From an optimization exercise on the open Yosys and OpenROAD flow, aimed at small area and a short achievable clock period; shortcuts taken in it are not production practice.
Where RTL was checked, it was by simulation tests only, not by an equivalence proof against the original.
No functional check of the RTL was part of runs 1 and 4.
The flow treats the clock pin as an ideal source, which a real chip does not have.
No activity file was given, so power comes from the tool's default toggle rates.

[run.sh]
#!/bin/bash
# synth_recipe.tcl (not shown) runs the flow's synth.tcl, then flattens the netlist and writes it again
# the make line also repeats each setting of config.mk as NAME=value (left out here)
make -C /OpenROAD-flow-scripts/flow DESIGN_CONFIG=/design/flow/config.mk WORK_HOME=/design/flow/orfs CLKGATE_MAP_FILE= SYNTH_SCRIPT=/design/flow/synth_recipe.tcl finish
[config.mk]
export PLATFORM = sky130hd
export DESIGN_NAME = dsp_alu
export DESIGN_NICKNAME = dsp_alu
export VERILOG_FILES = /design/flow/design.v
export SDC_FILE = /design/flow/constraint.sdc
export NUM_CORES = 4
export LEC_CHECK = 0
export ABC_AREA = 1
export CAP_MARGIN = 20
export CORE_MARGIN = 2
export CORE_UTILIZATION = 65
export CTS_CLUSTER_DIAMETER = 60
export CTS_CLUSTER_SIZE = 12
export PLACE_DENSITY = 0.85
export SLEW_MARGIN = 20
export SYNTH_HIERARCHICAL = 1
[constraint.sdc]
create_clock -name core_clock -period 70.0 [get_ports {clk}]
set_input_delay 14.0000 -clock core_clock [delete_from_list [all_inputs] [get_ports {clk}]]
set_output_delay 14.0000 -clock core_clock [all_outputs]
set_load 0.01 [all_outputs]
[design.v]
module mdrow #(parameter W = 32, parameter LAST = 0)
  (
   input [W-1:0]  r,
   input [W-1:0]  x,
   input          ci,
   input          m,
   input          dv,
   output [W-1:0] ro,
   output         q);
   reg [W-1:0] g, t, c;
   reg         co;
   integer     l, i;
   always @(*) begin
      g = r & x;
      t = r | x;
      g[0] = g[0] | (t[0] & ci);
      for (l = 0; (1 << l) < W; l = l + 1)
        for (i = (2 << l) - 1; i < W; i = i + (2 << l)) begin
           g[i] = g[i] | (t[i] & g[i - (1 << l)]);
           t[i] = t[i] & t[i - (1 << l)];
        end
      for (l = 8; l >= 0; l = l - 1)
        if ((2 << l) < W)
          for (i = 3 * (1 << l) - 1; i < W; i = i + (2 << l)) begin
             g[i] = g[i] | (t[i] & g[i - (1 << l)]);
             t[i] = t[i] & t[i - (1 << l)];
          end
      c[0] = ci;
      for (i = 1; i < W; i = i + 1)
        c[i] = g[i-1];
      co = g[W-1];
   end
   wire sel = LAST ? m : m & (co | ~dv);
   assign q  = co & m;
   assign ro = r ^ ({W{sel}} & (x ^ c));
endmodule
module dsp_alu
  (
   input             clk,
   input [2:0]       ctrl,
   input [31:0]      src_a, src_b,
   output [31:0]     result);
   localparam K1 = 21, K2 = 5;
   wire [31:0] a = src_a, b = src_b;
   wire op_and = ctrl == 3'd0;
   wire op_or  = ctrl == 3'd1;
   wire op_mul = ctrl == 3'd3;
   wire op_div = ctrl == 3'd4;
   wire op_sub = ctrl == 3'd6;
   wire op_slt = ctrl == 3'd7;
   wire op_add = ctrl == 3'd2 || ctrl == 3'd5;
   wire [31:0] x0 = op_mul ? a : op_add ? b : op_slt ? ~a : ~b;
   wire [31:0] r0 = (op_div | op_add | op_sub) ? a :
                    op_slt ? b : op_and ? (a & b) : op_or ? (a | b) : 32'd0;
   reg [31:0] m0;
   integer    k;
   always @(*) begin
      m0[0] = op_div | op_mul & b[0] | op_add | op_sub | op_slt;
      for (k = 1; k < 32; k = k + 1)
        m0[k] = op_div ? ~|(b >> (32 - k)) : op_mul & b[k];
   end
   wire [31:0] rv [0:32];
   wire [31:0] xv [0:32];
   wire [31:0] mq [0:32];
   wire        dv [0:32];
   wire        sb [0:32];
   wire        qs [0:32];
   assign rv[32] = r0;
   assign xv[32] = x0;
   assign mq[32] = m0;
   assign dv[32] = op_div;
   assign sb[32] = op_sub;
   assign qs[32] = op_div | op_slt;
   genvar j;
   generate
      for (j = 31; j >= 0; j = j - 1) begin : row
         wire [31:0] ri, xi, mi;
         wire        di, si, qi;
         if (j == K1 - 1 || j == K2 - 1) begin : cut
            reg [31:0] r_q, x_q, m_q;
            reg        d_q, s_q, qs_q;
            always @(posedge clk) begin
               r_q <= rv[j+1]; x_q <= xv[j+1]; m_q <= mq[j+1];
               d_q <= dv[j+1]; s_q <= sb[j+1]; qs_q <= qs[j+1];
            end
            assign ri = r_q; assign xi = x_q; assign mi = m_q;
            assign di = d_q; assign si = s_q; assign qi = qs_q;
         end else begin : nocut
            assign ri = rv[j+1]; assign xi = xv[j+1]; assign mi = mq[j+1];
            assign di = dv[j+1]; assign si = sb[j+1]; assign qi = qs[j+1];
         end
         wire [31-j:0] ro;
         wire          q;
         mdrow #(.W(32 - j), .LAST(j == 0)) u_row
           (.r(ri[31:j]), .x(xi[31-j:0]), .ci(di | (j == 0 ? si : 1'b0)),
            .m(mi[j]), .dv(di), .ro(ro), .q(q));
         if (j == 0) begin : lsb
            assign rv[j] = ro;
         end else begin : rest
            assign rv[j] = {ro, ri[j-1:0]};
         end
         assign mq[j] = (mi & ~(32'd1 << j)) | ({31'd0, q} << j);
         assign xv[j] = xi;
         assign dv[j] = di;
         assign sb[j] = si;
         assign qs[j] = qi;
      end
   endgenerate
   generate
      if (K2 == 0) begin : outreg
         reg [31:0] res_q;
         always @(posedge clk) res_q <= qs[0] ? mq[0] : rv[0];
         assign result = res_q;
      end else begin : outcomb
         assign result = qs[0] ? mq[0] : rv[0];
      end
   endgenerate
endmodule
==> metrics.yaml, run 1 <==
start_to_end_type_of_the_worst_setup_path: "reg2reg"
netlist_area_um2: 38800
numPortBuffers: 99
syn_inst: 6778
cts_post_setup_buffers_inserted: 0
rsz_0062_raised_after_global_routing: "false"
timing.clock.skew_ps: 21.6
timing.final.hold_violations: 0
dieHeight_um: 248
synth_async_sr_flop_share_pct: 0
worst_setup_path_start_kind: "flip-flop"
nets: 6897
hold_buf_cts: 0
antenna_found_initial: 5
leakage_nw: 21.3
run_status: "timing/DRC/antenna clean"
yosys_register_bits: 198
die_area_um2: 61700
floorplan.rows: 89
dpl.hpwl_um: 84100
synth_sequential_area_ratio_pct: 10.2
ant_nets: 0
drive_gt1_share_pct: 13.3
fin_crit_sh_pct: 40.0
grt_start_max_net_pins: 69
post_route_core_utilization_pct: 69.0
slew_at_the_pin_with_the_worst_max_slew_slack_ps: 1080
tritoncts_clock_tree: "done"
netlist-cell-type-count: 69
viasPerCell: 5.44
flow.area_growth_from_synthesis_pct: 4.85
h_tree_depth_reported_by_cts: 4
setup_total_negative_slack_ps: 0
die-width_um: 248
detail_route.iter0.violations: 3520
drv_cap: 0
crit_slowest_cell: "sky130_fd_sc_hd__dfxtp_2"
synth.yosys.warnings: 39
clkSlewWorstSetupHoldPaths_ps: 90
power.ir.vdd_worst_v: 0.0000647
place_congestion: 1.02
drt-wirelength-per-cell_um: 14.2
cts_resized: 0
worst_hold_path_type: "reg2reg"
required_ps: 70340
cts.sink_count: 198
via_count: 41400
max_slew_headroom_pct: 27.9
mappedNetlistNets: 6846
setup_viol: 0
drt_drc_violations_left: 0
syn_avg_cell_area_um2: 5.73
final.min_clock_period_ps: 28030
max_freq_mhz: 35.7
critical_path.max_fanout: 46
firstDrtPassIters: 6
slew_viol_final: 0
initial_utilization_pct: 65.8
vias_in_the_first_global_route: 36100
routed_wirelength_um: 108000
crit_path_end_kind: "flip-flop"
number_of_enable_flip_flop_cells_after_synthesis: 0
grt_usage_pct: 33.9
synth_ff_type: "sky130_fd_sc_hd__dfxtp_1"
startpoint: "row[20].cut.x_q[7]$_DFF_P_"
critical_path.max_stage_delay_ps: 880
clock_latency_ps: 470
cts-buffers-inserted: 17
crit-reg2reg-launch: "row[20].cut.x_q[7]$_DFF_P_"
cp.arrival_ps: 28370
clockBufferDepth: 2
io-pin-count: 100
power_density_nw_per_um2: 55.8
worst_path_most_repeated_cell: "sky130_fd_sc_hd__nand2_4"
grt_overflow_total: 0
fillCellCount: 5337
core_area_um2: 59000
min-delay-start: "row[20].cut.m_q[29]$_DFF_P_"
grt_first_pass_wirelength_um: 176000
cts_root_buf: "sky130_fd_sc_hd__clkbuf_16"
## cells in the final DEF (no fill, tap or decap), types with 40 or more instances in the layout
cell type                            n
sky130_fd_sc_hd__dfxtp_1           181
sky130_fd_sc_hd__nand4_1            52
sky130_fd_sc_hd__a31oi_1            59
sky130_fd_sc_hd__inv_1             881
sky130_fd_sc_hd__xnor2_1           194
sky130_fd_sc_hd__nand2_1          2337
sky130_fd_sc_hd__a21oi_1           283
sky130_fd_sc_hd__nand2_4           156
sky130_fd_sc_hd__nand2_2           198
sky130_fd_sc_hd__nor2_1            521
sky130_fd_sc_hd__or2_2              40
sky130_fd_sc_hd__nand3_1           442
sky130_fd_sc_hd__o21ai_0           106
sky130_fd_sc_hd__inv_2              76
sky130_fd_sc_hd__o21ai_2            40
sky130_fd_sc_hd__o21ai_1            90
sky130_fd_sc_hd__clkdlybuf4s50_1    99
sky130_fd_sc_hd__xor2_1            411
sky130_fd_sc_hd__nand3b_1           86
sky130_fd_sc_hd__a21oi_2            48
sky130_fd_sc_hd__or2_1              77
sky130_fd_sc_hd__nand3_2            80
## where the power goes
group | switching [W] | internal [W]
Combinational | 0.00130 | 0.000705
Clock | 0.0000532 | 0.0000522
Sequential | 0.0000318 | 0.000134
Total | 0.00138 | 0.000891
## registers in the layout, summed over array words and instances (netlist names)
register,flops
row.cut.d_q,2
row.cut.m_q,64
row.cut.qs_q,2
row.cut.r_q,64
row.cut.s_q,2
row.cut.x_q,64
## critical path, delay by kind of cell (launching register included)
family / cells / cell delay (ps)
simple gates: 174 / 18020
xor+xnor: 12 / 3880
compound gates: 25 / 3870
buf+inv: 5 / 1080
flops: 1 / 880
## synth_stat cells, drive strengths merged, types with 87 or more instances
master | n | share of area, %
a21oi | 331 | 4.7
buf | 94 | 2.5
dfxtp | 198 | 10
inv | 959 | 9.3
nand2 | 2696 | 31
nand3 | 523 | 7.8
nand3b | 87 | 1.7
nor2 | 583 | 6.4
o21ai | 237 | 3.5
or2 | 132 | 2.2
xnor2 | 204 | 4.8
xor2 | 444 | 11
## routing by layer
layer / GRT usage (%) / up-vias / share of wire (%)
met1: 45.1 / 18500 / 45
met5: 0 / - / 0.0065
met4: 13.7 / 2 / 3.9
li1: - / 21200 / -
met3: 4.15 / 255 / 7.5
met2: 55.5 / 1490 / 44
## final timing paths
kind / to / slack [ps] / cells past startpoint
worst max-delay path: row[4].cut.r_q[6]$_DFF_P_ / 41970 / 216
worst min-delay path: row[4].cut.m_q[29]$_DFF_P_ / 330 / 0
worst max register to register: row[4].cut.r_q[6]$_DFF_P_ / 41970 / 216
worst min register to register: row[4].cut.m_q[29]$_DFF_P_ / 330 / 0
## metrics by stage
| step | setup WS, ps | hold slack, ps | power, W | instances | instance area [um^2] |
|---|---|---|---|---|---|
| finish | 41970 | 330 | 0.00227 | 7618 | 40700 |
| floorplan | 45110 | 310 | 0.00174 | 6778 | 38800 |
| CTS | 42320 | 329 | 0.00224 | 7615 | 40700 |
| global placement | 43310 | 310 | 0.00208 | 7583 | 40100 |
| detailed placement | 42480 | 312 | 0.00213 | 7583 | 40100 |
| global route | 39100 | 334 | 0.00251 | 7616 | 40700 |
## final cells by class
class | count | area, um^2 | share of cell area (%)
antenna | 3 | 7.51 | 0.0184
clock buffer | 17 | 425 | 1.04
clock inverter | 15 | 206 | 0.507
inverter | 962 | 3610 | 8.87
multi-input combinational | 5515 | 30300 | 74.3
sequential | 198 | 3990 | 9.78
tap | 773 | 967 | 2.37
timing repair buffer | 135 | 1260 | 3.10
## cell families (layout without fill, tap and decap cells)
group / count (synthesis) / count (layout) / share of synthesized area, %
mux: 32 / 32 / 0.928
buf+inv: 1065 / 1129 / 11.9
xor+xnor: 648 / 648 / 15.4
flops: 198 / 198 / 10.2
fa+ha+maj: 16 / 16 / 0.470
other cells: 0 / 3 / 0
compound gates: 725 / 725 / 11.2
simple gates: 4094 / 4094 / 49.9
==> run 2, diff against run 1 <==
--- a/design.v
+++ b/design.v
@@ -40,7 +40,7 @@
    input [2:0]       ctrl,
    input [31:0]      src_a, src_b,
    output [31:0]     result);
-   localparam K1 = 21, K2 = 5;
+   localparam K1 = 20, K2 = 5;
    wire [31:0] a = src_a, b = src_b;
    wire op_and = ctrl == 3'd0;
    wire op_or  = ctrl == 3'd1;
--- a/config.mk
+++ b/config.mk
@@ -8,9 +8,8 @@
 export ABC_AREA = 1
 export CAP_MARGIN = 20
 export CORE_MARGIN = 2
-export CORE_UTILIZATION = 65
+export CORE_UTILIZATION = 40
 export CTS_CLUSTER_DIAMETER = 60
 export CTS_CLUSTER_SIZE = 12
-export PLACE_DENSITY = 0.85
 export SLEW_MARGIN = 20
 export SYNTH_HIERARCHICAL = 1
==> run 2 against run 1 <==
  * Critical endpoint is now row[19].cut.r_q[23]$_DFF_P_
  * Clock-buffer cell count is 1 higher
  * Via count is 3.8% lower
  * First-iteration DRC count is 29% lower
==> metrics.yaml, run 2 <==
rr_worst_depth: 195  # was 216
tritoncts_clock_tree: "done"  # unchanged
nets: 6901  # was 6,897
timing.clock.skew_ps: 15.7  # was 21.6 ps
final_cell_area_um2: 41400  # was 40,700 um^2
clkSlewWorstSetupHoldPaths_ps: 90  # about the same
hold_ws_ps: 326  # was 330 ps
mappedNetlistNets: 6846  # unchanged
drt_drc_violations_left: 0  # unchanged
critical_path.max_stage_delay_ps: 750  # was 880 ps
hold_buf_cts: 0  # unchanged
cts_root_buf: "sky130_fd_sc_hd__clkbuf_16"  # unchanged
power_density_nw_per_um2: 53.1  # was 55.8 nW/um^2
grt_first_pass_wirelength_um: 180000  # was 176,000 um
clock_latency_ps: 470  # about the same
h_tree_depth_reported_by_cts: 4  # unchanged
grt_start_max_net_pins: 63  # was 69
grt_usage_pct: 22.0  # was 33.9%
detail_route.iter0.violations: 2511  # was 3,520
worstSetupPathDepth: 117  # was 216
cts-buffers-inserted: 17  # unchanged
max_freq_mhz: 36.4  # was 35.7 MHz
grt_overflow_total: 0  # unchanged
die_area_um2: 99600  # was 61,700 um^2
synth_async_sr_flop_share_pct: 0  # unchanged
drt-wirelength-per-cell_um: 13.6  # was 14.2 um
initial_utilization_pct: 40.3  # was 65.8%
synth_ff_type: "sky130_fd_sc_hd__dfxtp_1"  # unchanged
viasPerCell: 4.90  # was 5.44
power_w: 0.00220  # was 0.00227 W
post-synth-top-area-cell: "sky130_fd_sc_hd__nand2_1"  # unchanged
die-width_um: 316  # was 248 um
met1_length_um: 53300  # was 48,200 um
cell_count_of_the_worst_hold_path: 0  # unchanged
drv_cap: 0  # unchanged
via_count: 39800  # was 41,400
critical_path.max_fanout: 36  # was 46
flow.area_growth_from_synthesis_pct: 6.50  # was 4.85%
required_ps: 70370  # was 70,340 ps
yosys-top-cells-count: "sky130_fd_sc_hd__nand2_1, sky130_fd_sc_hd__inv_1, sky130_fd_sc_hd__nor2_1"  # unchanged
fin_crit_sh_pct: 39.2  # was 40.0%
floorplan.rows: 114  # was 89
dieHeight_um: 316  # was 248 um
timing.final.hold_violations: 0  # unchanged
layout.cells.most_common_list: "sky130_fd_sc_hd__nand2_1, sky130_fd_sc_hd__inv_1, sky130_fd_sc_hd__nor2_1, sky130_fd_sc_hd__nand3_1, sky130_fd_sc_hd__xor2_1"  # unchanged
crit_slowest_cell: "sky130_fd_sc_hd__nand2_2"  # was sky130_fd_sc_hd__dfxtp_2
syn_inst: 6778  # unchanged
max_slew_headroom_pct: 27.8  # was 27.9%
wl_met3_um: 4960  # was 8160 um
drive_gt1_share_pct: 13.4  # was 13.3%
number_of_enable_flip_flop_cells_after_synthesis: 0  # unchanged
antenna_found_initial: 6  # was 5
crit_path_end_kind: "flip-flop"  # unchanged
routed_wirelength_um: 111000  # was 108,000 um
synth_sequential_area_ratio_pct: 10.2  # unchanged
power.ir.vdd_worst_v: 0.0000215  # was 0.0000647 V
dpl.hpwl_um: 89500  # was 84,100 um
cts_post_setup_buffers_inserted: 0  # unchanged
fillCellCount: 10500  # was 5,337
vias_in_the_first_global_route: 35200  # was 36,100
slew_viol_final: 0  # unchanged
worst_setup_path_start_kind: "input port"  # was flip-flop
post_route_worst_setup_slack_ps: 42540  # was 41,970 ps
ant_nets: 0  # unchanged
setup_viol: 0  # unchanged
rsz_0062_raised_after_global_routing: "false"  # unchanged
worstPathBufferInverterCount: 2  # was 5
netlist-cell-type-count: 69  # unchanged
run_status: "timing/DRC/antenna clean"  # unchanged
yosys-top-cells-area: "sky130_fd_sc_hd__nand2_1, sky130_fd_sc_hd__dfxtp_1, sky130_fd_sc_hd__xor2_1"  # unchanged
layout.cells.most_common: "sky130_fd_sc_hd__nand2_1"  # unchanged
place_congestion: 0.938  # was 1.02
slew_at_the_pin_with_the_worst_max_slew_slack_ps: 1080  # about the same
syn_avg_cell_area_um2: 5.73  # unchanged
start_to_end_type_of_the_worst_setup_path: "in2reg"  # was reg2reg
met2_wirelength_um: 50400  # was 47,700 um
setup_total_negative_slack_ps: 0  # unchanged
numPortBuffers: 99  # unchanged
synth.top_cell.area_share_pct: 22.6  # unchanged
yosys_register_bits: 198  # unchanged
top_regs: "row.cut.m_q x64, row.cut.r_q x64, row.cut.x_q x64"  # unchanged
cts.sink_count: 198  # unchanged
postPlaceCellArea_um2: 40700  # was 40,100 um^2
worst_path_most_repeated_cell: "sky130_fd_sc_hd__nand2_1"  # was sky130_fd_sc_hd__nand2_4
cp.arrival_ps: 27830  # was 28,370 ps
synth.yosys.warnings: 39  # unchanged
yosys.cell_count.top_type: "sky130_fd_sc_hd__nand2_1"  # unchanged
core_area_um2: 96400  # was 59,000 um^2
leakage_nw: 21.4  # was 21.3 nW
io-pin-count: 100  # unchanged
firstDrtPassIters: 5  # was 6
netlist_area_um2: 38800  # unchanged
worst_hold_path_type: "reg2reg"  # unchanged
preCtsSetupSlack_ps: 42150  # was 42,480 ps
clockBufferDepth: 2  # unchanged
final.min_clock_period_ps: 27460  # was 28,030 ps
cts_resized: 0  # unchanged
top_signal_layer_used: "met4"  # was met5
worst_path_dominant_cell_family: "simple AND/OR/NAND/NOR gates"  # unchanged
run 2: cell counts after synthesis:
No cell type changed its count.
run 2: per-stage QoR:
| stage | util [%] | cells |
|---|---|---|
| floorplan | - | 6778 |
| global placement | 42.3 | 8090 |
| detailed placement | 42.3 | 8090 |
| CTS | 42.9 | 8122 |
| global route | 42.9 | 8122 |
| finish | 42.9 | 8124 |
run 2: layout make-up:
cell class	count	area, um^2	area share (%)
Antenna cell	2	5.00	0.0121
Tap cell	1276	1600	3.86
Inverter	962	3610	8.73
Clock buffer	18	439	1.06
Multi-Input combinational cell	5515	30300	73.2
Sequential cell	198	3990	9.64
Timing Repair Buffer	139	1290	3.12
Clock inverter	14	173	0.417
run 2: kinds of logic (layout without fill, tap and decap cells):
group | count (synthesis) | in the layout | share of synthesized area (%)
flip-flops | 198 | 198 | 10.2
other | 0 | 2 | 0
AND/OR/NAND/NOR | 4094 | 4094 | 49.9
XOR/XNOR | 648 | 648 | 15.4
multiplexers | 32 | 32 | 0.928
buffers and inverters | 1065 | 1133 | 11.9
AO/OA/AOI/OAI | 725 | 725 | 11.2
adder cells (fa/ha/maj) | 16 | 16 | 0.470
run 2: power by group:
group | leakage [nW] | total, W | internal (W) | switching (W)
registers | 1.65 | 0.000167 | 0.000134 | 0.0000333
clock network | 0.290 | 0.000102 | 0.0000492 | 0.0000533
logic | 19.4 | 0.00193 | 0.000694 | 0.00123
run 2: final timing paths:
kind	start	to	slack (ps)
max	ctrl[1]	row[19].cut.r_q[23]$_DFF_P_	42540
min	row[19].cut.m_q[0]$_DFF_P_	row[4].cut.m_q[0]$_DFF_P_	330
max reg2reg	row[19].cut.x_q[6]$_DFF_P_	row[4].cut.r_q[28]$_DFF_P_	42940
min reg2reg	row[19].cut.m_q[0]$_DFF_P_	row[4].cut.m_q[0]$_DFF_P_	330
run 2: per-layer routing:
layer | GRT usage (%) | vias up
met5 | 0 | -
met3 | 2.08 | 93
li1 | - | 21200
met1 | 30.2 | 17800
met2 | 37.4 | 679
met4 | 4.33 | 0
run 2: worst reg2reg max path, delay by kind of cell (launching register included):
family / cells / cell delay (ps)
xor+xnor: 9 / 3020
compound gates: 23 / 4150
simple gates: 155 / 17990
buf+inv: 8 / 1250
flops: 1 / 460
==> run 3, diff against run 2 <==
==> flow/run.sh (new file) <==
#!/bin/bash
# The standard layout, with the port buffers made from buf_2 cells.
set -euo pipefail
bash standard.sh finish "BUFFER_PORTS_ARGS=-buffer_cell sky130_fd_sc_hd__buf_2" > standard.log 2>&1
==> standard.sh (new file) <==
#!/bin/bash
# synth_recipe.tcl (not shown) runs the flow's synth.tcl, then flattens the netlist and writes it again
# the make line also repeats each setting of config.mk as NAME=value (left out here)
make -C /OpenROAD-flow-scripts/flow DESIGN_CONFIG=/design/flow/config.mk WORK_HOME=/design/flow/orfs CLKGATE_MAP_FILE= SYNTH_SCRIPT=/design/flow/synth_recipe.tcl "${@:-finish}"
removed: run.sh
==> run 3 against run 2 <==
  * Still clean
  * Non-clock buffer count is 1 higher
  * Sequential cell count stayed put
  * Clock skew is 5.6 ps higher
  * First-iteration DRC count is 5.9% higher
  * Setup slack better by 720 ps
  * Sequential power hardly changed
  * Core utilization is 0.49 points lower
  * Final cell count hardly changed
  * Clock power hardly changed
  * Critical path type unchanged
  * Highest routed layer unchanged
==> metrics.yaml, run 3 <==
run_status: "timing/DRC/antenna clean"  # unchanged
crit-reg2reg-launch: "row[19].cut.x_q[5]$_DFF_P_"  # was row[19].cut.x_q[6]$_DFF_P_
critical_path.max_fanout: 36  # unchanged
cts.sink_count: 198  # unchanged
worst_setup_path_start_kind: "input port"  # unchanged
core_area_um2: 96400  # unchanged
timing.clock.skew_ps: 21.3  # was 15.7 ps
routed_wirelength_um: 111000  # about the same
fillCellCount: 10600  # was 10,500
grt_overflow_total: 0  # unchanged
tritoncts_clock_tree: "done"  # unchanged
detail_route.iter0.violations: 2660  # was 2,511
ant_nets: 0  # unchanged
vias_in_the_first_global_route: 35300  # was 35,200
synth_sequential_area_ratio_pct: 10.2  # unchanged
io-pin-count: 100  # unchanged
cts_post_setup_buffers_inserted: 0  # unchanged
clock_latency_ps: 490  # was 470 ps
start_to_end_type_of_the_worst_setup_path: "in2reg"  # unchanged
fin_crit_sh_pct: 38.2  # was 39.2%
grt_start_max_net_pins: 63  # unchanged
crit_slowest_cell: "sky130_fd_sc_hd__nand2_2"  # unchanged
reg2reg_to: "row[4].cut.r_q[28]$_DFF_P_"  # unchanged
power.sequential.fraction_pct: 7.6  # about the same
layout.cells.most_common: "sky130_fd_sc_hd__nand2_1"  # unchanged
yosys-top-cells-count: "sky130_fd_sc_hd__nand2_1, sky130_fd_sc_hd__inv_1, sky130_fd_sc_hd__nor2_1"  # unchanged
dieHeight_um: 316  # unchanged
synth_ff_type: "sky130_fd_sc_hd__dfxtp_1"  # unchanged
rsz_0062_raised_after_global_routing: "false"  # unchanged
clockBufferDepth: 2  # unchanged
power_switching_share_pct: 60.6  # was 60.1%
viasPerCell: 4.91  # was 4.90
power_density_nw_per_um2: 53.2  # was 53.1 nW/um^2
flow.area_growth_from_synthesis_pct: 5.29  # was 6.50%
setup_total_negative_slack_ps: 0  # unchanged
setup_viol: 0  # unchanged
slew_viol_final: 0  # unchanged
netlist-cell-type-count: 69  # unchanged
number_of_enable_flip_flop_cells_after_synthesis: 0  # unchanged
drive_gt1_share_pct: 14.8  # was 13.4%
drt_drc_violations_left: 0  # unchanged
die_area_um2: 99600  # unchanged
synth.yosys.warnings: 39  # unchanged
share_clk_of_total_power_pct: 4.8  # was 4.7%
yosys.cell_count.top_type: "sky130_fd_sc_hd__nand2_1"  # unchanged
nets: 6902  # was 6,901
grt_first_pass_wirelength_um: 180000  # about the same
regToRegSetupSlack_ps: 43520  # was 42,940 ps
place_congestion: 0.911  # was 0.938
h_tree_depth_reported_by_cts: 4  # unchanged
rr_worst_depth: 202  # was 195
leakage_nw: 21.4  # about the same
multi_input_comb_area_um2: 30300  # unchanged
die-width_um: 316  # unchanged
syn_inst: 6778  # unchanged
antenna_found_initial: 9  # was 6
dpl.hpwl_um: 89300  # was 89,500 um
min_delay_worst_endpoint: "row[4].cut.m_q[1]$_DFF_P_"  # was row[4].cut.m_q[0]$_DFF_P_
floorplan.rows: 114  # unchanged
clkSlewWorstSetupHoldPaths_ps: 90  # about the same
cts_resized: 0  # unchanged
via_count: 39900  # was 39,800
synth.top_cell.area_share_pct: 22.6  # unchanged
syn_avg_cell_area_um2: 5.73  # unchanged
yosys-top-cells-area: "sky130_fd_sc_hd__nand2_1, sky130_fd_sc_hd__dfxtp_1, sky130_fd_sc_hd__xor2_1"  # unchanged
register_cell_area_after_layout_um2: 3990  # unchanged
numPortBuffers: 99  # unchanged
final.min_clock_period_ps: 26740  # was 27,460 ps
max_freq_mhz: 37.4  # was 36.4 MHz
slew_at_the_pin_with_the_worst_max_slew_slack_ps: 1010  # was 1080 ps
grt_usage_pct: 22.1  # was 22.0%
required_ps: 70390  # was 70,370 ps
power.ir.vdd_worst_v: 0.0000216  # was 0.0000215 V
post-synth-top-area-cell: "sky130_fd_sc_hd__nand2_1"  # unchanged
mappedNetlistNets: 6846  # unchanged
cts-buffers-inserted: 17  # unchanged
p_int_w: 0.000856  # was 0.000878 W
top_regs: "row.cut.m_q x64, row.cut.r_q x64, row.cut.x_q x64"  # unchanged
cts_root_buf: "sky130_fd_sc_hd__clkbuf_16"  # unchanged
worst_path_dominant_cell_family: "simple AND/OR/NAND/NOR gates"  # unchanged
initial_utilization_pct: 40.3  # unchanged
drv_cap: 0  # unchanged
timing.final.hold_violations: 0  # unchanged
hold_buf_cts: 0  # unchanged
layout.cells.most_common_list: "sky130_fd_sc_hd__nand2_1, sky130_fd_sc_hd__inv_1, sky130_fd_sc_hd__nor2_1, sky130_fd_sc_hd__nand3_1, sky130_fd_sc_hd__xor2_1"  # unchanged
reported_net_switching_power_w: 0.00132  # about the same
yosys_register_bits: 198  # unchanged
pwr-share-comb_pct: 87.6  # was 87.7%
cell_count_of_the_worst_hold_path: 0  # unchanged
max_slew_headroom_pct: 32.5  # was 27.8%
synth_async_sr_flop_share_pct: 0  # unchanged
firstDrtPassIters: 6  # was 5
worst_hold_path_type: "reg2reg"  # unchanged
min-delay-start: "row[19].cut.m_q[1]$_DFF_P_"  # was row[19].cut.m_q[0]$_DFF_P_
crit_path_end_kind: "flip-flop"  # unchanged
drt-wirelength-per-cell_um: 13.6  # about the same
worstPathBufferInverterCount: 3  # was 2
worst_path_most_repeated_cell: "sky130_fd_sc_hd__nand2_1"  # unchanged
netlist_area_um2: 38800  # unchanged
hold_ws_ps: 327  # was 326 ps
cp.arrival_ps: 27130  # was 27,830 ps
critical_path.max_stage_delay_ps: 740  # was 750 ps
-- run 3: cell types whose count changed in the layout (fill, tap and decap cells not counted), moves of 2 or more --
cell                              change
sky130_fd_sc_hd__clkinvlp_4           -2
sky130_fd_sc_hd__diode_2              +3
sky130_fd_sc_hd__clkdlybuf4s50_1     -99
sky130_fd_sc_hd__buf_2               +99
-- run 3: power groups by stage --
stage / clock, W / combinational (W) / sequential, W
2_1_floorplan: 0 / 0.00155 / 0.000168
3_3_place_gp: 0 / 0.00187 / 0.000167
3_5_place_dp: 0 / 0.00190 / 0.000168
4_1_cts: 0.000107 / 0.00191 / 0.000165
5_1_grt: 0.000110 / 0.00216 / 0.000169
6_report: 0.000104 / 0.00191 / 0.000165
-- run 3: kinds of logic (layout without fill, tap and decap cells) --
family,after synthesis,count (layout),share of synthesized area (%)
XOR/XNOR,648,648,15.4
multiplexers,32,32,0.928
other,0,5,0
buffers and inverters,1065,1134,11.9
flip-flops,198,198,10.2
adder cells (fa/ha/maj),16,16,0.470
AO/OA/AOI/OAI,725,725,11.2
AND/OR/NAND/NOR,4094,4094,49.9
-- run 3: worst max-delay path by stage --
stage	from	to	slack, ps	cells after the start
2_1_floorplan	ctrl[2]	row[19].cut.r_q[31]$_DFF_P_	43820	125
3_3_place_gp	ctrl[1]	row[19].cut.r_q[23]$_DFF_P_	43110	116
3_5_place_dp	ctrl[1]	row[19].cut.r_q[23]$_DFF_P_	42850	119
4_1_cts	row[19].cut.x_q[10]$_DFF_P_	row[4].cut.r_q[28]$_DFF_P_	43260	201
5_1_grt	row[19].cut.x_q[5]$_DFF_P_	row[4].cut.r_q[28]$_DFF_P_	40280	197
6_report	ctrl[1]	row[19].cut.r_q[25]$_DFF_P_	43260	117
-- run 3: final cells by class --
cell class                 instances  share of cell area [%]
clock buffer                      19                    1.08
inverter                         962                    8.84
sequential                       198                    9.75
multi-input combinational       5515                    74.0
tap                             1276                    3.90
antenna                            5                  0.0306
timing repair buffer             140                    1.96
clock inverter                    13                   0.437
-- run 3: through the flow --
step,utilization [%],std cells,setup WS [ps],instance area [um^2],total power [W]
global route,42.4,8127,40280,40900,0.00244
global placement,41.8,8091,43110,40300,0.00204
floorplan,-,6778,43820,38800,0.00172
finish,42.4,8128,43260,40900,0.00217
CTS,42.4,8123,43260,40900,0.00218
detailed placement,41.8,8091,42850,40300,0.00207
-- run 3: layer usage --
| metal | part of all wire (%) | GRT usage (%) | vias to the layer above |
|---|---|---|---|
| li1 | - | - | 21200 |
| met1 | 49 | 30.7 | 17900 |
| met2 | 45 | 36.3 | 721 |
| met3 | 4.2 | 2.38 | 117 |
| met4 | 2.0 | 5.39 | 0 |
| met5 | 0 | 0 | - |
==> run 4, diff against run 3 <==
--- a/design.v
+++ b/design.v
@@ -40,7 +40,7 @@
    input [2:0]       ctrl,
    input [31:0]      src_a, src_b,
    output [31:0]     result);
-   localparam K1 = 20, K2 = 5;
+   localparam K1 = 21, K2 = 5;
    wire [31:0] a = src_a, b = src_b;
    wire op_and = ctrl == 3'd0;
    wire op_or  = ctrl == 3'd1;
==> flow/run.sh (replaced) <==
#!/bin/bash
# Standard layout, with the timing repair steps asked to leave a setup
# margin so that they also work on paths that already meet the clock.
set -euo pipefail
bash standard.sh finish SETUP_SLACK_MARGIN=44 > standard.log 2>&1
==> run 4 against run 3 <==
  * Combinational power rose by 14%
  * Register-to-register slack improved by 2000 ps
  * Final cell count rose by 2.0%
  * Synthesized area did not move
  * Sequential cell count did not move
  * Die area did not move
  * Non-clock buffer count rose by 125
  * Critical path depth fell by 34
  * Design area rose by 12%
  * Clock power barely moved
  * Synthesized cell count did not move
==> metrics.yaml, run 4 <==
required_ps: 56000  # was 70,390 ps
cts-buffers-inserted: 17  # unchanged
yosys-top-cells-count: "sky130_fd_sc_hd__nand2_1, sky130_fd_sc_hd__inv_1, sky130_fd_sc_hd__nor2_1"  # unchanged
h_tree_depth_reported_by_cts: 4  # unchanged
clockBufferDepth: 2  # unchanged
yosys.cell_count.top_type: "sky130_fd_sc_hd__nand2_1"  # unchanged
slew_viol_final: 0  # unchanged
viasPerCell: 5.07  # was 4.91
tritoncts_clock_tree: "done"  # unchanged
drt_drc_violations_left: 0  # unchanged
place_congestion: 0.901  # was 0.911
antenna_found_initial: 9  # unchanged
initial_utilization_pct: 40.3  # unchanged
cts_root_buf: "sky130_fd_sc_hd__clkbuf_16"  # unchanged
layout.cells.most_common: "sky130_fd_sc_hd__nand2_1"  # unchanged
mappedNetlistNets: 6846  # unchanged
synth_ff_type: "sky130_fd_sc_hd__dfxtp_1"  # unchanged
yosys_register_bits: 198  # unchanged
synth.yosys.warnings: 39  # unchanged
synth.top_cell.area_share_pct: 22.6  # unchanged
via_count: 42000  # was 39,900
slew_at_the_pin_with_the_worst_max_slew_slack_ps: 1090  # was 1010 ps
drt-wirelength-per-cell_um: 15.4  # was 13.6 um
timing.clock.skew_ps: 30.9  # was 21.3 ps
crit_path_end_kind: "output pin"  # was flip-flop
cts.sink_count: 198  # unchanged
max_slew_headroom_pct: 27.4  # was 32.5%
leakage_nw: 23.5  # was 21.4 nW
worst_path_most_repeated_cell: "sky130_fd_sc_hd__nand2_4"  # was sky130_fd_sc_hd__nand2_1
cp.arrival_ps: 11250  # was 27,130 ps
clkSlewWorstSetupHoldPaths_ps: 80  # was 90 ps
setup_total_negative_slack_ps: 0  # unchanged
dpl.hpwl_um: 92400  # was 89,300 um
critical_path.max_fanout: 31  # was 36
floorplan.rows: 114  # unchanged
grt_first_pass_wirelength_um: 188000  # was 180,000 um
die-width_um: 316  # unchanged
rsz_0062_raised_after_global_routing: "false"  # unchanged
power.ir.vdd_worst_v: 0.0000305  # was 0.0000216 V
drv_cap: 0  # unchanged
netlist-cell-type-count: 69  # unchanged
final.min_clock_period_ps: 25250  # was 26,740 ps
hold_buf_cts: 0  # unchanged
drive_gt1_share_pct: 20.0  # was 14.8%
yosys-top-cells-area: "sky130_fd_sc_hd__nand2_1, sky130_fd_sc_hd__dfxtp_1, sky130_fd_sc_hd__xor2_1"  # unchanged
max_freq_mhz: 39.6  # was 37.4 MHz
critical_path.max_stage_delay_ps: 560  # was 740 ps
grt_start_max_net_pins: 63  # unchanged
numPortBuffers: 99  # unchanged
syn_inst: 6778  # unchanged
setup_viol: 0  # unchanged
die_area_um2: 99600  # unchanged
firstDrtPassIters: 6  # unchanged
share_clk_of_total_power_pct: 4.3  # was 4.8%
post_route_worst_setup_slack_ps: 44750  # was 43,260 ps
grt_overflow_total: 0  # unchanged
worst_setup_path_start_kind: "flip-flop"  # was input port
worst_hold_path_type: "reg2reg"  # unchanged
synth_sequential_area_ratio_pct: 10.2  # unchanged
dieHeight_um: 316  # unchanged
io-pin-count: 100  # unchanged
syn_avg_cell_area_um2: 5.73  # unchanged
netlist_area_um2: 38800  # unchanged
routed_wirelength_um: 128000  # was 111,000 um
nets: 7068  # was 6,902
p_int_w: 0.000982  # was 0.000856 W
detail_route.iter0.violations: 3331  # was 2,660
core_area_um2: 96400  # unchanged
grt_usage_pct: 23.2  # was 22.1%
start_to_end_type_of_the_worst_setup_path: "reg2out"  # was in2reg
number_of_enable_flip_flop_cells_after_synthesis: 0  # unchanged
synth_async_sr_flop_share_pct: 0  # unchanged
power_density_nw_per_um2: 53.5  # was 53.2 nW/um^2
flow.area_growth_from_synthesis_pct: 18.1  # was 5.29%
top_regs: "row.cut.m_q x64, row.cut.r_q x64, row.cut.x_q x64"  # unchanged
power.sequential.fraction_pct: 6.7  # was 7.6%
timing.final.hold_violations: 0  # unchanged
crit_slowest_cell: "sky130_fd_sc_hd__clkdlybuf4s50_1"  # was sky130_fd_sc_hd__nand2_2
vias_in_the_first_global_route: 35800  # was 35,300
post-synth-top-area-cell: "sky130_fd_sc_hd__nand2_1"  # unchanged
layout.cells.most_common_list: "sky130_fd_sc_hd__nand2_1, sky130_fd_sc_hd__inv_1, sky130_fd_sc_hd__nor2_1, sky130_fd_sc_hd__nand3_1, sky130_fd_sc_hd__xor2_1"  # unchanged
run_status: "timing/DRC/antenna clean"  # unchanged
reported_net_switching_power_w: 0.00147  # was 0.00132 W
ant_nets: 0  # unchanged
preCtsSetupSlack_ps: 41960  # was 42,850 ps
power_switching_share_pct: 60.0  # was 60.6%
fin_crit_sh_pct: 36.1  # was 38.2%
clock_latency_ps: 510  # was 490 ps
pwr-share-comb_pct: 89.0  # was 87.6%
-- run 4: cell type report --
class	count	area, um^2
fill	10100	50500
multi-input combinational	5554	33100
sequential	198	4080
inverter	962	3630
timing repair buffer	265	2900
tap	1276	1600
clock buffer	17	425
clock inverter	15	183
timing repair inverter	2	17.5
antenna	3	7.51
-- run 4: power by group through the flow --
stage / registers (W) / logic (W) / clock network (W)
global placement: 0.000168 / 0.00196 / 0
floorplan: 0.000168 / 0.00158 / 0
global route: 0.000167 / 0.00243 / 0.000110
finish: 0.000165 / 0.00218 / 0.000105
detailed placement: 0.000168 / 0.00198 / 0
CTS: 0.000165 / 0.00200 / 0.000106
-- run 4: metrics by stage --
step	std cells	power [W]	hold slack, ps	instance area, um^2	utilization [%]
after floorplan	6778	0.00174	310	38800	-
after global placement	8094	0.00213	311	40800	42.3
after detailed placement	8094	0.00215	312	40800	42.3
after CTS	8132	0.00227	322	41700	43.3
after global routing	8289	0.00271	325	45900	47.6
final	8292	0.00245	318	45900	47.6
-- run 4: cell families (layout without fill, tap and decap cells) --
logic type                 Yosys count  count (layout)  synth area share, %
other                                0               3                    0
xor gates and xnor gates           648             648                 15.4
muxes                               32              32                0.928
and+or+nand+nor                   4094            4130                 49.9
AOI/OAI and AO/OA                  725             728                 11.2
buffers and inverters             1065            1261                 11.9
adders and majority gates           16              16                0.470
DFF                                198             198                 10.2
-- run 4: worst paths after layout --
path                                from                    endpoint  slack [ps]  cells after the start
max            row[4].cut.x_q[5]$_DFF_P_                  result[15]       44750                     83
min           row[20].cut.r_q[4]$_DFF_P_   row[4].cut.r_q[4]$_DFF_P_         320                      0
max reg2reg  row[20].cut.x_q[11]$_DFF_P_  row[4].cut.r_q[15]$_DFF_P_       45520                    214
min reg2reg   row[20].cut.r_q[4]$_DFF_P_   row[4].cut.r_q[4]$_DFF_P_         320                      0
-- run 4: what timing repair did --
item	in CTS	in global routing
setup endpoints to repair	68	70
setup buffers	4	98
pin swaps	2	77
cloned	2	59
gates resized for setup	67	508
-- run 4: routing by layer --
metal | share of wire [%] | global-route usage, % | vias up
li1 | - | - | 21600
met1 | 46 | 32.0 | 19200
met2 | 46 | 39.3 | 1115
met3 | 5.7 | 2.14 | 137
met4 | 2.2 | 4.85 | 2
met5 | 0.010 | 0 | -
-- run 4: worst max-delay path, delay by kind of cell (launching register included) --
family                    cells  cell delay (ps)
and+or+nand+nor              73             7930
buffers and inverters         3              820
DFF                           1              520
AOI/OAI and AO/OA             4              610
xor gates and xnor gates      2              580
muxes                         1              260
==> run 5, diff against run 4 <==
--- a/design.v
+++ b/design.v
@@ -40,7 +40,7 @@
    input [2:0]       ctrl,
    input [31:0]      src_a, src_b,
    output [31:0]     result);
-   localparam K1 = 21, K2 = 5;
+   localparam K1 = 20, K2 = 5;
    wire [31:0] a = src_a, b = src_b;
    wire op_and = ctrl == 3'd0;
    wire op_or  = ctrl == 3'd1;
==> flow/run.sh (replaced) <==
#!/bin/bash
# The standard layout, with the port buffers made from buf_2 cells, and the
# timing repair after clock tree synthesis and after global routing asked
# to upsize gates (no buffering or cloning) until 44.5 ns of setup slack
# at the 70 ns clock.
set -euo pipefail
bash standard.sh finish "BUFFER_PORTS_ARGS=-buffer_cell sky130_fd_sc_hd__buf_2" \
  SETUP_SLACK_MARGIN=44.5 SETUP_MOVE_SEQUENCE=sizeup,swap SKIP_LAST_GASP=1 > standard.log 2>&1
==> run 5 against run 4 <==
  * Die area did not move
  * Clock power about the same
  * Via count shrank 3.5%
  * Critical endpoint is now row[19].cut.r_q[25]$_DFF_P_
  * Largest power group unchanged
  * Highest routed layer is now met4
==> metrics.yaml, run 5 <==
rr_worst_depth: 209  # was 214
mappedNetlistNets: 6846  # unchanged
fin_crit_sh_pct: 37.3  # was 36.1%
critical_path.max_stage_delay_ps: 440  # was 560 ps
grt.busiest_layer: "met2"  # unchanged
place_congestion: 0.925  # was 0.901
grt.met1_usage_pct: 30.7  # was 32.0%
hold_ws_ps: 329  # was 318 ps
cts_post_setup_buffers_inserted: 0  # was 4
numPortBuffers: 99  # unchanged
power_density_nw_per_um2: 52.3  # was 53.5 nW/um^2
io-pin-count: 100  # unchanged
combinational_family_with_the_most_area_after_synthesis: "simple AND/OR/NAND/NOR gates"  # unchanged
grt_start_max_net_pins: 63  # unchanged
syn_avg_cell_area_um2: 5.73  # unchanged
synth_async_sr_flop_share_pct: 0  # unchanged
routed_wirelength_um: 114000  # was 128,000 um
leakage_nw: 22.8  # was 23.5 nW
firstDrtPassIters: 6  # unchanged
rsz_0062_raised_after_global_routing: "true"  # was false
worst_hold_path_type: "reg2reg"  # unchanged
tritoncts_clock_tree: "done"  # unchanged
cp.arrival_ps: 26490  # was 11,250 ps
cts_root_buf: "sky130_fd_sc_hd__clkbuf_16"  # unchanged
yosys.cell_count.top_type: "sky130_fd_sc_hd__nand2_1"  # unchanged
hold_buf_cts: 0  # unchanged
required_ps: 70390  # was 56,000 ps
cell_count_of_the_worst_hold_path: 0  # unchanged
start_to_end_type_of_the_worst_setup_path: "in2reg"  # was reg2out
drv_cap: 0  # unchanged
core_area_um2: 96400  # unchanged
worst_setup_path_start_kind: "input port"  # was flip-flop
synth_fa_ha_area_share_pct: 0.470  # unchanged
worst_path_most_repeated_cell: "sky130_fd_sc_hd__nand2_2"  # was sky130_fd_sc_hd__nand2_4
slew_viol_final: 0  # unchanged
synth.yosys.warnings: 39  # unchanged
timing.clock.skew_ps: 20.5  # was 30.9 ps
drt-wirelength-per-cell_um: 14.0  # was 15.4 um
die-width_um: 316  # unchanged
synth_sequential_area_ratio_pct: 10.2  # unchanged
layout.cells.most_common_list: "sky130_fd_sc_hd__nand2_1, sky130_fd_sc_hd__inv_1, sky130_fd_sc_hd__nor2_1, sky130_fd_sc_hd__nand3_1, sky130_fd_sc_hd__xor2_1"  # unchanged
max_freq_mhz: 38.3  # was 39.6 MHz
grt_usage_pct: 22.3  # was 23.2%
clockBufferDepth: 2  # unchanged
slew_at_the_pin_with_the_worst_max_slew_slack_ps: 1070  # was 1090 ps
post_synthesis_mux_area_share_pct: 0.928  # unchanged
p_int_w: 0.000932  # was 0.000982 W
ant_nets: 0  # unchanged
grt_first_pass_wirelength_um: 183000  # was 188,000 um
via_count: 40600  # was 42,000
clock_latency_ps: 490  # was 510 ps
layout.cells.most_common: "sky130_fd_sc_hd__nand2_1"  # unchanged
pwr-share-comb_pct: 88.5  # was 89.0%
setup_total_negative_slack_ps: 0  # unchanged
fillCellCount: 10200  # was 10,100
timing.final.hold_violations: 0  # unchanged
run_status: "timing/DRC/antenna clean"  # unchanged
critical_path.max_fanout: 37  # was 31
synth-compound-area-share_pct: 11.2  # unchanged
power_switching_share_pct: 60.6  # was 60.0%
register_cell_area_after_layout_um2: 4060  # was 4080 um^2
yosys_register_bits: 198  # unchanged
h_tree_depth_reported_by_cts: 4  # unchanged
dpl.hpwl_um: 88800  # was 92,400 um
yosys-top-cells-area: "sky130_fd_sc_hd__nand2_1, sky130_fd_sc_hd__dfxtp_1, sky130_fd_sc_hd__xor2_1"  # unchanged
crit-reg2reg-launch: "row[19].cut.d_q$_DFF_P_"  # was row[20].cut.x_q[11]$_DFF_P_
synth_simple_gate_area_share_pct: 49.9  # unchanged
reg2reg_to: "row[4].cut.r_q[28]$_DFF_P_"  # was row[4].cut.r_q[15]$_DFF_P_
max_slew_headroom_pct: 28.4  # was 27.4%
cts.sink_count: 198  # unchanged
min-delay-start: "row[19].cut.qs_q$_DFF_P_"  # was row[20].cut.r_q[4]$_DFF_P_
regToRegSetupSlack_ps: 45440  # was 45,520 ps
min_delay_worst_endpoint: "row[4].cut.qs_q$_DFF_P_"  # was row[4].cut.r_q[4]$_DFF_P_
vias_in_the_first_global_route: 36100  # was 35,800
top_regs: "row.cut.m_q x64, row.cut.r_q x64, row.cut.x_q x64"  # unchanged
power.sequential.fraction_pct: 7.0  # was 6.7%
number_of_enable_flip_flop_cells_after_synthesis: 0  # unchanged
dieHeight_um: 316  # unchanged
die_area_um2: 99600  # unchanged
grt_overflow_total: 0  # unchanged
nets: 6899  # was 7,068
drt_drc_violations_left: 0  # unchanged
cts-buffers-inserted: 17  # unchanged
drive_gt1_share_pct: 23.7  # was 20.0%
final.min_clock_period_ps: 26100  # was 25,250 ps
synth.top_cell.area_share_pct: 22.6  # unchanged
antenna_found_initial: 9  # unchanged
clkSlewWorstSetupHoldPaths_ps: 90  # was 80 ps
syn_inst: 6778  # unchanged
synth_ff_type: "sky130_fd_sc_hd__dfxtp_1"  # unchanged
reported_net_switching_power_w: 0.00143  # was 0.00147 W
netlist_area_um2: 38800  # unchanged
detail_route.iter0.violations: 2275  # was 3,331
share_clk_of_total_power_pct: 4.4  # was 4.3%
floorplan.rows: 114  # unchanged
flow.area_growth_from_synthesis_pct: 16.3  # was 18.1%
synth_xor_xnor_area_share_pct: 15.4  # unchanged
gr-usage-met2_pct: 37.5  # was 39.3%
post-synth-top-area-cell: "sky130_fd_sc_hd__nand2_1"  # unchanged
setup_viol: 0  # unchanged
grtUsageMet3_pct: 1.86  # was 2.14%
netlist-cell-type-count: 69  # unchanged
crit_slowest_cell: "sky130_fd_sc_hd__nand3_4"  # was sky130_fd_sc_hd__clkdlybuf4s50_1
initial_utilization_pct: 40.3  # unchanged
multi_input_comb_area_um2: 34400  # was 33,100 um^2
yosys-top-cells-count: "sky130_fd_sc_hd__nand2_1, sky130_fd_sc_hd__inv_1, sky130_fd_sc_hd__nor2_1"  # unchanged
viasPerCell: 4.99  # was 5.07
crit_path_end_kind: "flip-flop"  # was output pin
power.ir.vdd_worst_v: 0.0000236  # was 0.0000305 V
[run 5: changes by cell type in the layout (fill, tap and decap cells not counted), moves of 24 or more]
cell / previous run / this run
sky130_fd_sc_hd__a21oi_1: 234 / 209
sky130_fd_sc_hd__buf_4: 124 / 33
sky130_fd_sc_hd__nand2_4: 167 / 248
sky130_fd_sc_hd__nor2_1: 479 / 442
sky130_fd_sc_hd__nand2_1: 2275 / 2106
sky130_fd_sc_hd__buf_2: 0 / 96
sky130_fd_sc_hd__a21oi_2: 95 / 119
sky130_fd_sc_hd__dlymetal6s2s_1: 25 / 0
sky130_fd_sc_hd__nor2_2: 67 / 96
sky130_fd_sc_hd__clkdlybuf4s50_1: 71 / 0
sky130_fd_sc_hd__nand3_4: 5 / 29
sky130_fd_sc_hd__nand3_1: 434 / 393
sky130_fd_sc_hd__nand2_2: 235 / 306
[run 5: cells by family (layout without fill, tap and decap cells)]
family                     Yosys count  after routing
AOI/OAI and AO/OA                  725            725
xor gates and xnor gates           648            648
adders and majority gates           16             16
buffers and inverters             1065           1131
DFF                                198            198
muxes                               32             32
other                                0              5
and+or+nand+nor                   4094           4094
[run 5: cell type report]
class | count | share of cell area (%)
diodes | 5 | 0.0277
flip-flops and latches | 198 | 8.99
well taps | 1276 | 3.53
repair buffers | 137 | 1.89
clock inverters | 15 | 0.451
multi-input cells | 5515 | 76.1
inverters | 962 | 8.07
clock buffers | 17 | 0.941
[run 5: how the worst max path moves through the flow]
| stage | startpoint | endpoint | slack [ps] |
|---|---|---|---|
| CTS | ctrl[1] | row[19].cut.r_q[25]$_DFF_P_ | 44020 |
| finish | ctrl[2] | row[19].cut.r_q[25]$_DFF_P_ | 43900 |
| detailed placement | ctrl[2] | row[19].cut.r_q[23]$_DFF_P_ | 42400 |
| global route | ctrl[2] | row[19].cut.r_q[25]$_DFF_P_ | 42920 |
| floorplan | ctrl[2] | row[19].cut.r_q[31]$_DFF_P_ | 44510 |
| global placement | ctrl[2] | row[19].cut.r_q[23]$_DFF_P_ | 42830 |
[run 5: per-stage QoR]
stage	cell area, um^2	cells	utilization [%]	setup slack (ps)	power, W
2_1_floorplan	38900	6778	-	44510	0.00172
3_3_place_gp	40300	8088	41.8	42830	0.00204
3_5_place_dp	40300	8088	41.8	42400	0.00206
4_1_cts	41700	8120	43.3	44020	0.00220
5_1_grt	45200	8124	46.9	42920	0.00264
6_report	45200	8125	46.9	43900	0.00236
[run 5: timing repair]
action,CTS,global route
resized for setup,185,744
pin swaps,77,321
setup endpoints to repair,70,74
[run 5: routing by layer]
layer  vias up  share of wire [%]
met5         -                  0
met4         0                1.8
met3       116                4.1
met2       735                 46
met1     18500                 48
li1      21200                  -
[run 5: power by group through the flow]
stage                     registers (W)  logic (W)  clock network (W)
after floorplan                0.000168    0.00155                  0
after global placement         0.000167    0.00187                  0
after detailed placement       0.000168    0.00190                  0
after CTS                      0.000165    0.00192           0.000108
after global routing           0.000170    0.00235           0.000112
final                          0.000167    0.00209           0.000105
[run 5: critical path: cells and delay by family]
kind	cells	cell delay, ps
xor+xnor	3	540
compound gates	12	1520
buf+inv	4	650
simple gates	100	9650
==> run 6, diff against run 5 <==
==> flow/run.sh (replaced) <==
#!/bin/bash
# The standard layout, with the port buffers made from buf_2 cells, and an
# extra gate-sizing pass after clock tree synthesis (flow/post_cts.tcl).
set -euo pipefail
export POST_CTS_TCL="$PWD/flow/post_cts.tcl"
bash standard.sh finish "BUFFER_PORTS_ARGS=-buffer_cell sky130_fd_sc_hd__buf_2" > standard.log 2>&1
==> flow/post_cts.tcl (new file) <==
# Upsize gates on the slowest register-to-register and port paths (no
# buffering or cloning), aiming for 44.5 ns of setup slack at the 70 ns
# clock, then legalize the placement again.
repair_timing -setup -setup_margin 44.5 -sequence "sizeup,swap" -skip_last_gasp -verbose
detailed_placement
check_placement -verbose
==> run 6 against run 5 <==
  * Final cell count is essentially flat
  * Core utilization shrank 4.0 points
  * Sequential cell count is the same
  * Design area shrank 8.5%
  * Still clean
  * Non-clock buffer count grew 3
  * Synthesized cell count is the same
  * Sequential share of layout area grew 0.67 points
==> metrics.yaml, run 6 <==
vias_in_the_first_global_route: 35500  # was 36,100
power_density_nw_per_um2: 52.8  # was 52.3 nW/um^2
rsz_0062_raised_after_global_routing: "false"  # was true
place_congestion: 0.911  # was 0.925
yosys-top-cells-count: "sky130_fd_sc_hd__nand2_1, sky130_fd_sc_hd__inv_1, sky130_fd_sc_hd__nor2_1"  # unchanged
crit-reg2reg-launch: "row[19].cut.d_q$_DFF_P_"  # unchanged
antenna_found_initial: 9  # unchanged
clock_latency_ps: 490  # about the same
regToRegSetupSlack_ps: 44650  # was 45,440 ps
power_w: 0.00218  # was 0.00236 W
floorplan.rows: 114  # unchanged
yosys_register_bits: 198  # unchanged
setup_viol: 0  # unchanged
syn_inst: 6778  # unchanged
critical_path.max_stage_delay_ps: 410  # was 440 ps
nets: 6902  # was 6,899
drt-wirelength-per-cell_um: 13.6  # was 14.0 um
yosys.cell_count.top_type: "sky130_fd_sc_hd__nand2_1"  # unchanged
slew_at_the_pin_with_the_worst_max_slew_slack_ps: 1020  # was 1070 ps
start_to_end_type_of_the_worst_setup_path: "in2reg"  # unchanged
timing.clock.skew_ps: 22.7  # was 20.5 ps
numPortBuffers: 99  # unchanged
routed_wirelength_um: 111000  # was 114,000 um
die_area_um2: 99600  # unchanged
timing.final.hold_violations: 0  # unchanged
yosys-top-cells-area: "sky130_fd_sc_hd__nand2_1, sky130_fd_sc_hd__dfxtp_1, sky130_fd_sc_hd__xor2_1"  # unchanged
post-synth-top-area-cell: "sky130_fd_sc_hd__nand2_1"  # unchanged
power.ir.vdd_worst_v: 0.0000218  # was 0.0000236 V
cp.arrival_ps: 26110  # was 26,490 ps
die-width_um: 316  # unchanged
synth_ff_type: "sky130_fd_sc_hd__dfxtp_1"  # unchanged
layout.cells.most_common_list: "sky130_fd_sc_hd__nand2_1, sky130_fd_sc_hd__inv_1, sky130_fd_sc_hd__nor2_1, sky130_fd_sc_hd__nand3_1, sky130_fd_sc_hd__xor2_1"  # unchanged
synth.yosys.warnings: 39  # unchanged
core_area_um2: 96400  # unchanged
worst_hold_path_type: "reg2reg"  # unchanged
ant_nets: 0  # unchanged
initial_utilization_pct: 40.3  # unchanged
worstSetupPathDepth: 116  # was 119
netlist_area_um2: 38800  # unchanged
layout.cells.most_common: "sky130_fd_sc_hd__nand2_1"  # unchanged
cts.sink_count: 198  # unchanged
clkSlewWorstSetupHoldPaths_ps: 90  # about the same
viasPerCell: 4.93  # was 4.99
worst_path_dominant_cell_family: "simple AND/OR/NAND/NOR gates"  # unchanged
syn_avg_cell_area_um2: 5.73  # unchanged
dieHeight_um: 316  # unchanged
reg2reg_to: "row[4].cut.r_q[29]$_DFF_P_"  # was row[4].cut.r_q[28]$_DFF_P_
crit_path_end_kind: "flip-flop"  # unchanged
dpl.hpwl_um: 89300  # was 88,800 um
crit_slowest_cell: "sky130_fd_sc_hd__nand3_4"  # unchanged
flow.area_growth_from_synthesis_pct: 6.41  # was 16.3%
min-delay-start: "row[19].cut.m_q[1]$_DFF_P_"  # was row[19].cut.qs_q$_DFF_P_
grt_usage_pct: 22.2  # was 22.3%
netlist-cell-type-count: 69  # unchanged
max_slew_headroom_pct: 32.2  # was 28.4%
synth_async_sr_flop_share_pct: 0  # unchanged
drt_drc_violations_left: 0  # unchanged
leakage_nw: 21.5  # was 22.8 nW
top_regs: "row.cut.m_q x64, row.cut.r_q x64, row.cut.x_q x64"  # unchanged
rr_worst_depth: 208  # was 209
startpoint: "ctrl[2]"  # unchanged
grt_first_pass_wirelength_um: 181000  # was 183,000 um
synth.top_cell.area_share_pct: 22.6  # unchanged
synth_sequential_area_ratio_pct: 10.2  # unchanged
setup_total_negative_slack_ps: 0  # unchanged
firstDrtPassIters: 6  # unchanged
worst_setup_path_start_kind: "input port"  # unchanged
final.min_clock_period_ps: 25710  # was 26,100 ps
mappedNetlistNets: 6846  # unchanged
number_of_enable_flip_flop_cells_after_synthesis: 0  # unchanged
cell_count_of_the_worst_hold_path: 0  # unchanged
grt_start_max_net_pins: 63  # unchanged
run_status: "timing/DRC/antenna clean"  # unchanged
critical_path.max_fanout: 36  # was 37
detail_route.iter0.violations: 2663  # was 2,275
slew_viol_final: 0  # unchanged
required_ps: 70390  # about the same
grt_overflow_total: 0  # unchanged
max_freq_mhz: 38.9  # was 38.3 MHz
io-pin-count: 100  # unchanged
worstPathBufferInverterCount: 4  # unchanged
drive_gt1_share_pct: 15.7  # was 23.7%
tritoncts_clock_tree: "done"  # unchanged
drv_cap: 0  # unchanged
critical_path.endpoint: "row[19].cut.r_q[25]$_DFF_P_"  # unchanged
fin_crit_sh_pct: 36.7  # was 37.3%
via_count: 40100  # was 40,600
worst_path_most_repeated_cell: "sky130_fd_sc_hd__nand2_2"  # unchanged
run 6: report_power, final:
group / total [W] / switching [W] / leakage (nW) / internal [W]
Combinational: 0.00191 / 0.00124 / 19.6 / 0.000673
Clock: 0.000104 / 0.0000515 / 0.304 / 0.0000525
Sequential: 0.000165 / 0.0000312 / 1.65 / 0.000134
run 6: layer usage:
layer	GRT usage, %	share of wire [%]
met2	36.7	44
met3	2.47	4.6
met5	0	0
met4	5.18	2.1
met1	30.8	49
run 6: area by class of cell:
type	count	area [um^2]
fill	10500	55100
inverter	962	3610
antenna	5	12.5
tap	1276	1600
clock buffer	19	443
clock inverter	13	179
timing repair buffer	140	886
sequential	198	3990
multi-input combinational	5515	30600
run 6: worst min path at each step:
stage                                endpoint  slack, ps
finish              row[4].cut.m_q[1]$_DFF_P_        330
floorplan           row[4].cut.m_q[0]$_DFF_P_        310
global route        row[4].cut.m_q[1]$_DFF_P_        330
detailed placement    row[4].cut.qs_q$_DFF_P_        310
global placement      row[4].cut.qs_q$_DFF_P_        310
run 6: logic make-up (layout without fill, tap and decap cells):
group,after synthesis,after routing,share of synthesized area [%]
and+or+nand+nor,4094,4094,49.9
AOI/OAI and AO/OA,725,725,11.2
buffers and inverters,1065,1134,11.9
other,0,5,0
muxes,32,32,0.928
DFF,198,198,10.2
xor gates and xnor gates,648,648,15.4
adders and majority gates,16,16,0.470
run 6: through the flow:
stage / instance area, um^2 / hold WS [ps] / utilization (%) / cells / worst slack, ps
2_1_floorplan: 38800 / 310 / - / 6778 / 43820
3_3_place_gp: 40300 / 310 / 41.8 / 8091 / 43110
3_5_place_dp: 40300 / 312 / 41.8 / 8091 / 42850
5_1_grt: 41300 / 331 / 42.9 / 8127 / 41520
6_report: 41300 / 327 / 42.9 / 8128 / 44290

separate check: timing with driven ports:
Ports are ideal in the flow. The routed layouts listed here were re-timed in OpenROAD.
Step 1: set_driving_cell puts a clkbuf_16 on clk and a buf_2 on each other input, an assumption about the parent block.
Step 2 times the ports against the registers' clock, not the clock port: input delays grow and output delays shrink by t, the midpoint of the rising clock arrivals with the driver on.
Three values: no drivers, after step 1, after step 2; two values: the first two.
run | shift t [ns] | slack for setup (ns) | worst setup path at the end | latest minus earliest clock arrival (ns) | worst register clock-pin slew, ns
run 1 | 0.522 | 41.969 / 41.969 / 41.969 | register to register | 0.022 / 0.022 | 0.09 / 0.09
run 2 | 0.526 | 42.535 / 42.548 / 42.022 | input to register | 0.018 / 0.018 | 0.09 / 0.09
run 3 | 0.542 | 43.257 / 43.268 / 42.725 | input to register | 0.021 / 0.021 | 0.09 / 0.09
run 4 | 0.562 | 44.746 / 44.679 / 44.605 | input to register | 0.031 / 0.031 | 0.10 / 0.10
run 5 | 0.552 | 43.899 / 43.877 / 43.326 | input to register | 0.020 / 0.021 | 0.09 / 0.09
run 6 | 0.552 | 44.287 / 44.288 / 43.736 | input to register | 0.023 / 0.022 | 0.09 / 0.09
After both steps every run listed still meets setup and hold. For run 5, which loses most, drivers alone change the setup slack by -0.022 ns; drivers and shift together by -0.573 ns.
